Source: an optimization exercise on an open RTL-to-GDS flow (aim: small area and a short achievable clock period). Production flows keep margins and buffers that such runs may drop.
RTL that was checked went through simulation tests only; none was proved equivalent to the original.
The RTL of run 2 was laid out without a check of its function.
No activity file was given, so power comes from the tool's default toggle rates.

==> flow/design.v (outline; a module is shown in full before it is edited, if it fits) <==
// module fa: 4 lines
// module ha: 4 lines
// module top_fp_mul_N32_M23_E8: 1289 lines
module top_fp_mul_N32_M23_E8(input  wire clk,
                             input  wire [31:0] a1,
                             input  wire [31:0] b1,
                             output wire [31:0] y);
  // ...
==> flow/flow/run.sh <==
#!/bin/bash
bash standard.sh MATCH_CELL_FOOTPRINT=0 "BUFFER_PORTS_ARGS=-buffer_cell sky130_fd_sc_hd__buf_2" finish > standard.log 2>&1
==> flow/standard.sh <==
#!/bin/bash
# synth_recipe.tcl (not shown) runs the flow's synth.tcl, then flattens the netlist and writes it again
# the make line also repeats each setting of config.mk as NAME=value (left out here)
make -C /OpenROAD-flow-scripts/flow DESIGN_CONFIG=/design/flow/config.mk WORK_HOME=/design/flow/orfs CLKGATE_MAP_FILE= SYNTH_SCRIPT=/design/flow/synth_recipe.tcl "${@:-finish}"
==> flow/config.mk <==
export PLATFORM = sky130hd
export DESIGN_NAME = top_fp_mul_N32_M23_E8
export DESIGN_NICKNAME = top_fp_mul_N32_M23_E8
export VERILOG_FILES = /design/flow/design.v
export SDC_FILE = /design/flow/constraint.sdc
export NUM_CORES = 4
export LEC_CHECK = 0
export ABC_AREA = 1
export CAP_MARGIN = 20
export CORE_MARGIN = 2
export CORE_UTILIZATION = 40
export SETUP_SLACK_MARGIN = 3.5
export SLEW_MARGIN = 20
export SYNTH_HIERARCHICAL = 1
==> flow/constraint.sdc <==
create_clock -name core_clock -period 8.5 [get_ports {clk}]
set_input_delay 1.7000 -clock core_clock [delete_from_list [all_inputs] [get_ports {clk}]]
set_output_delay 1.7000 -clock core_clock [all_outputs]
set_load 0.01 [all_outputs]
==> reports/metrics.cfg, run 1 <==
[global_routing]
grt_pass1_vias = 14532
grt_first_pass_wirelength_mm = 80.8

[cts]
htree_levels = 4
cts-root-buf = clkbuf_16

[cells_and_area]
dominant_cells = multi-input gates
area_share_nonclk_buffers_pct = 4.26
clock_buffers = 19
seq_cells = 136
clk_share_pct = 3.15

[power]
seqPwrFrac_pct = 13.0
clockPowerShare_pct = 9.7

[placement]
finalWeightedCongestion = 0.883

[die]
start_util_pct = 40.8
rows = 75

[routing]
vias = 14002

[setup_path]
cpMostUsedCell = nand2_1
arrival_ps = 2980
crit_path_end = y[11]

[run_status]
outcome = no timing/DRC/antenna violations

[job]
drv_cap = 0

[hold_path]
min_path_cells = 0

[logic_synthesis]
ys_top_cells_by_count = 295 x xor2_1, 294 x nand2_1, 268 x fa_1
synth.area.top_cells = fa_1 31%, dfxtp_1 16%, xor2_1 15%
ys_seq_elements = 136

[sta]
post-route-min-period_ps = 4680
fin_ws_ps = 3820

==> inputs of run 2 (changes only) <==
--- a/flow/design.v
+++ b/flow/design.v
@@ -1228,41 +1228,41 @@
   fa u565 (.a(nneg[9]), .b(ra[18]), .ci(ra[19]), .s(s564), .co(c565));
   fa u567 (.a(pp10[23]), .b(pp11[21]), .ci(s564), .s(s566), .co(c567));
   fa u569 (.a(c559), .b(s566), .ci(c561), .s(s568), .co(c569));
   fa u571 (.a(n10), .b(c565), .ci(pp10[24]), .s(s570), .co(c571));
   fa u573 (.a(pp11[22]), .b(c567), .ci(s570), .s(s572), .co(c573));
   fa u575 (.a(nneg[10]), .b(ra[20]), .ci(ra[21]), .s(s574), .co(c575));
   fa u577 (.a(pp11[23]), .b(s574), .ci(c571), .s(s576), .co(c577));
   fa u579 (.a(n11), .b(c575), .ci(pp11[24]), .s(s578), .co(c579));
-  wire [18:0] lx = {c155, c139, c123, c109, c95, s92, c71, c61, c51, s48, c35, s32, s26, s20, s16, c13, pp1[0], pp0[1], neg[0]};
-  wire [18:0] ly = {s172, s154, s138, s122, s108, s94, s82, s70, s60, s50, s42, s34, s28, s22, s18, s14, s12, 1'b0, pp0[0]};
-  wire [19:0] lsum = {1'b0, lx} + {1'b0, ly};
-  wire [3:0] mx = {c231, c211, c191, s188};
-  wire [3:0] my = {s250, s230, s210, s190};
+  wire [20:0] lx = {c191, s188, c155, c139, c123, c109, c95, s92, c71, c61, c51, s48, c35, s32, s26, s20, s16, c13, pp1[0], pp0[1], neg[0]};
+  wire [20:0] ly = {s210, s190, s172, s154, s138, s122, s108, s94, s82, s70, s60, s50, s42, s34, s28, s22, s18, s14, s12, 1'b0, pp0[0]};
+  wire [21:0] lsum = {1'b0, lx} + {1'b0, ly};
+  wire [1:0] mx = {c231, c211};
+  wire [1:0] my = {s250, s230};
   wire [24:0] hx = {c579, c577, c573, c569, c563, c557, c549, c541, c531, c521, c509, c497, c483, c469, c453, c437, c419, c401, c381, c361, c339, c317, c295, c273, s272};
   wire [23:0] hy = {n11, s578, s576, s572, s568, s562, s556, s548, s540, s530, s520, s508, s496, s482, s468, s452, s436, s418, s400, s380, s360, s338, s316, s294};
   reg  [24:0] rx;           
   reg  [23:0] ry;
-  reg  [3:0] rmx, rmy;     
+  reg  [1:0] rmx, rmy;     
   reg         rcj, rS2, rs2;
   reg  [7:0]  re2;
   always @(posedge clk) begin
     rx   <= hx;
     ry   <= hy;
     rmx  <= mx;
     rmy  <= my;
-    rcj  <= lsum[19];
+    rcj  <= lsum[21];
     rS2  <= rS;
     rs2  <= rs;
     re2  <= re;
   end
-  wire [3+1:0] msum = {1'b0, rmx} + {1'b0, rmy} + {{(3+1){1'b0}}, rcj};
-  wire q_p22 = msum[3];
-  wire q_c23 = msum[3+1];
+  wire [1+1:0] msum = {1'b0, rmx} + {1'b0, rmy} + {{(1+1){1'b0}}, rcj};
+  wire q_p22 = msum[1];
+  wire q_c23 = msum[1+1];
   wire r1 = q_p22 | rS2;
   wire r0 = q_p22 & rS2;
   wire q_p0 = rx[0] ^ q_c23;
   wire q_g0 = rx[0] & q_c23;
   wire ci_n  = q_g0;                  
   wire ci_r0 = q_g0 | (q_p0 & r0);
   wire ci_r1 = q_g0 | (q_p0 & r1);
   wire [24:1] p = rx[24:1] ^ ry[23:0];
==> flow/config.mk (replaced) <==
export PLATFORM = sky130hd
export DESIGN_NAME = top_fp_mul_N32_M23_E8
export DESIGN_NICKNAME = top_fp_mul_N32_M23_E8
export VERILOG_FILES = /design/flow/design.v
export SDC_FILE = /design/flow/constraint.sdc
export NUM_CORES = 4
export LEC_CHECK = 0
export ABC_AREA = 1
export CAP_MARGIN = 20
export CORE_MARGIN = 2
export CORE_UTILIZATION = 40
export SETUP_SLACK_MARGIN = 3.75
export SLEW_MARGIN = 70
export SYNTH_HIERARCHICAL = 1
==> run 2 against run 1 <==
- still clean
- combinational power up 5.5%
- total power rose by 4.4%
- synthesized cell count shrank 5.2%
- count of clock-buffer cells in the layout unchanged
- sequential share of layout area is 0.43 points lower
- worst hold slack worse by 0.67 ps
- register-to-register slack better by 90 ps
- clock skew is 0.53 ps higher
- design area increased by 0.36%
- synthesized area is 2.2% lower
==> reports/metrics.cfg, run 2 <==
[sta]
hold_violations = 0  ; unchanged
slew-limit-headroom_pct = 71.1  ; was 38.0%
post-route-period-util_pct = 55.4  ; was 55.1%
fmax_mhz = 212  ; was 214 MHz
grt_setup_unrepaired = yes  ; was no
drv_slew = 0  ; unchanged
skew_ps = 16.9  ; was 16.4 ps
worst_pin_slew_ps = 431  ; was 928 ps
setup_viol = 0  ; unchanged
post-route-min-period_ps = 4710  ; was 4680 ps
finalSetupTns_ps = 0  ; unchanged

[setup_path]
arrival_ps = 3010  ; was 2980 ps
setup.worst_path.class = flop to output pin  ; unchanged
cp-end-kind = output pin  ; unchanged
cp.required_ps = 6800  ; about the same
worstPathMaxFanout = 7  ; was 6
cp-start-kind = flop  ; unchanged

[cells_and_area]
final_cell_mix = 308 x xor2_1, 267 x fa_1, 265 x o22ai_1  ; was 295 x xor2_1, 293 x nand2_1, 267 x fa_1
nFillCells = 3999  ; was 4,060
nNetsFinal = 2263  ; was 2,352
layout_commonest_cell = xor2_1  ; unchanged
multi_input_area_sq_um = 13200  ; about the same
stdcell_count = 2402  ; was 2,491
drive_gt1_share_pct = 15.0  ; was 11.5%
top_register = rx  ; unchanged
n_antenna_cell = 0  ; unchanged
seq_area_sq_um = 2650  ; was 2720 sq um
utilization_pct = 45.0  ; was 44.3%
syn2layout_area_growth_pct = 11.5  ; was 8.65%
largest_reg_flops = 25  ; unchanged
top_regs = rx: 25 flops, ry: 24 flops, ra: 23 flops  ; unchanged

[cts]
postCtsHoldBufs = 0  ; unchanged
cts-root-buf = clkbuf_16  ; unchanged
cts_tree = done  ; unchanged
clockBufferDepth = 2  ; unchanged
htree_levels = 4  ; unchanged
cts_sinks = 132  ; was 136
clk_pin_slew_ps = 60  ; about the same
clock_latency_ps = 440  ; was 450 ps
cts_buffers = 17  ; unchanged

[placement]
dp_hpwl_mm = 36.7  ; was 37.5 mm
place_inst = 2361  ; was 2,456
finalWeightedCongestion = 0.920  ; was 0.883
port-buffer-count = 96  ; unchanged

[logic_synthesis]
ys_warn_count = 7  ; unchanged
synth_edf_count = 0  ; unchanged
synth_top_cell_by_area = fa_1  ; unchanged
yosysSeqAreaShare_pct = 15.7  ; was 15.8%
synth.area.mux_share_pct = 0.268  ; was 0.262%
async_flop_share_pct = 0  ; unchanged
synthDistinctLibCells = 43  ; was 44
ys.flop_type = dfxtp_1  ; unchanged
synth_top_family_by_area = adder cells  ; unchanged
synth_fa_ha_area_share_pct = 37.9  ; was 37.0%
synth_compound_area_share_pct = 12.9  ; was 12.8%
syn_area_per_cell_sq_um = 9.22  ; was 8.94 sq um
synth_most_common_cell = xor2_1  ; unchanged
ys_seq_elements = 132  ; was 136
synth_xor_area_share_pct = 16.7  ; was 15.4%
netlist_instances = 1823  ; was 1,922
synth.area.top_cells = fa_1 32%, xor2_1 16%, dfxtp_1 16%  ; was fa_1 31%, dfxtp_1 16%, xor2_1 15%
yosys.area_share.simple_pct = 9.46  ; was 11.2%
synthesis.nets = 2236  ; was 2,335
syn_area_sq_um = 16800  ; was 17,200 sq um
ys_top_cells_by_count = 312 x xor2_1, 269 x fa_1, 266 x o22ai_1  ; was 295 x xor2_1, 294 x nand2_1, 268 x fa_1
synth_top_area_share_pct = 32.0  ; was 31.2%

[routing]
detail-route-antenna-nets = 0  ; unchanged
vias_per_cell = 5.67  ; was 5.62
routedWlPerCell_um = 21.4  ; was 20.6 um
drt_pass1_iterations = 5  ; was 7
route.detailed.drc = 0  ; unchanged
wl_mm = 51.4  ; was 51.2 mm
vias = 13616  ; was 14,002
drt_iter0_markers = 1106  ; was 1,272

[power]
irDropWorstVdd_mv = 0.370  ; was 0.194 mV
pwr_density_cell_nw_per_um2 = 418  ; was 401 nW/um^2
p_leak_nw = 8.31  ; was 8.48 nW

[global_routing]
grt_overflow = 0  ; unchanged
grt_max_degree = 32  ; was 37
antenna_found_initial = 0  ; was 1
grt_first_pass_wirelength_mm = 79.9  ; was 80.8 mm
grt_use_total_pct = 23.6  ; was 23.4%
grt_pass1_vias = 13961  ; was 14,532

[run_status]
outcome = no timing/DRC/antenna violations  ; unchanged

[hold_path]
hp-class = flop to flop  ; unchanged

[job]
drv_cap = 0  ; unchanged

[die]
die_h_um = 209  ; was 211 um
rows = 75  ; unchanged
core_sq_um = 41700  ; was 42,100 sq um
num_io_pins = 97  ; unchanged
start_util_pct = 40.3  ; was 40.8%
die_x_um = 209  ; was 211 um
dieArea_sq_um = 43700  ; was 44,600 sq um

run 2: repair_timing:
action                                  4_1_cts  5_1_grt
endpoints found under the setup margin       22       22
endpoints found under the hold margin         0        0
resized for setup                            13       49
cloned                                        1        0
pin swaps                                     1       21
buffers inserted                              3        5
run 2: modules after synthesis, one instance, submodules excluded:
module | area, sq um | cells inside | copies in the design | flops+latches
ha | 12.5 | 1 | 20 | 0
fa | 20.0 | 1 | 264 | 0
top_fp_mul_N32_M23_E8 | 11300 | 1539 | 1 | 132
run 2: path summary, 6_finish.rpt:
path / from / to / slack, ps / cells after the start
max: rmy[0] / y[1] / 3790 / 12
min: re[3] / re2[3] / 320 / 0
max reg2reg: ra[5] / rcj / 3920 / 15
min reg2reg: re[3] / re2[3] / 320 / 0
run 2: worst max-delay path, stage by stage (launching register included):
cell and delay (ps):
dfxtp_2 330, ha_4 240, a21oi_4 120, fa_1 430, inv_2 70, nand2_2 60
fa_2 400, clkinv_4 110, buf_4 120, fa_2 420, nand2_1 70, nand2_1 70
buf_2 140
run 2: cell families after synthesis:
logic type,count (synthesis)
AOI/OAI and AO/OA,353
xor gates and xnor gates,321
adders and majority gates,348
buffers and inverters,302
DFF,132
muxes,4
and+or+nand+nor,363
run 2: area by class of cell:
cell class              count  share of cell area [%]
multi-input cells        1389                    70.5
well taps                 539                    3.60
clock inverters            13                   0.908
clock buffers              19                    2.36
repair buffers            147                    4.97
flip-flops and latches    132                    14.2
inverters                 163                    3.45
run 2: per-stage QoR:
stage	hold slack, ps	instance area [sq um]	power, W	setup slack [ps]
2_1_floorplan	310	16800	0.00513	4030
3_3_place_gp	310	17700	0.00658	3640
3_5_place_dp	312	17800	0.00682	3820
4_1_cts	326	18500	0.00771	3760
5_1_grt	325	18700	0.00877	3640
6_report	323	18700	0.00782	3790
run 2: power by group:
| part | internal (W) | total, W | switching (W) |
|---|---|---|---|
| clock | 0.000473 | 0.000764 | 0.000292 |
| sequential | 0.000863 | 0.000944 | 0.0000812 |
| combinational | 0.00261 | 0.00611 | 0.00351 |
| total | 0.00394 | 0.00782 | 0.00388 |
run 2: routing by layer:
layer,part of all wire (%),track usage (%)
met4,3.5,9.80
met3,11,6.25
met5,0,0
met1,42,32.3
met2,44,35.6

==> port drivers added, routing unchanged <==
How much do the figures lean on ideal ports? The routed layouts below were timed once more, with nothing changed but the port constraints. Step 1, drivers: a clkbuf_16 drives clk and a buf_2 each remaining input, both assumed. Step 2 also shifts input and output timing later by t, the mid clock arrival at the registers, as if the neighbouring blocks saw the same clock. Three values: ideal ports, drivers, drivers and shift; two values: the first two.
run | t, ns | slack for setup (ns) | worst setup path after step 2 | worst slew at a driven data input, ns
run 1 | 0.494 | 3.817 / 3.761 / 3.833 | register to register | 0.04
run 2 | 0.482 | 3.793 / 3.740 / 3.922 | register to register | 0.05
After both steps every run listed still meets setup and hold.
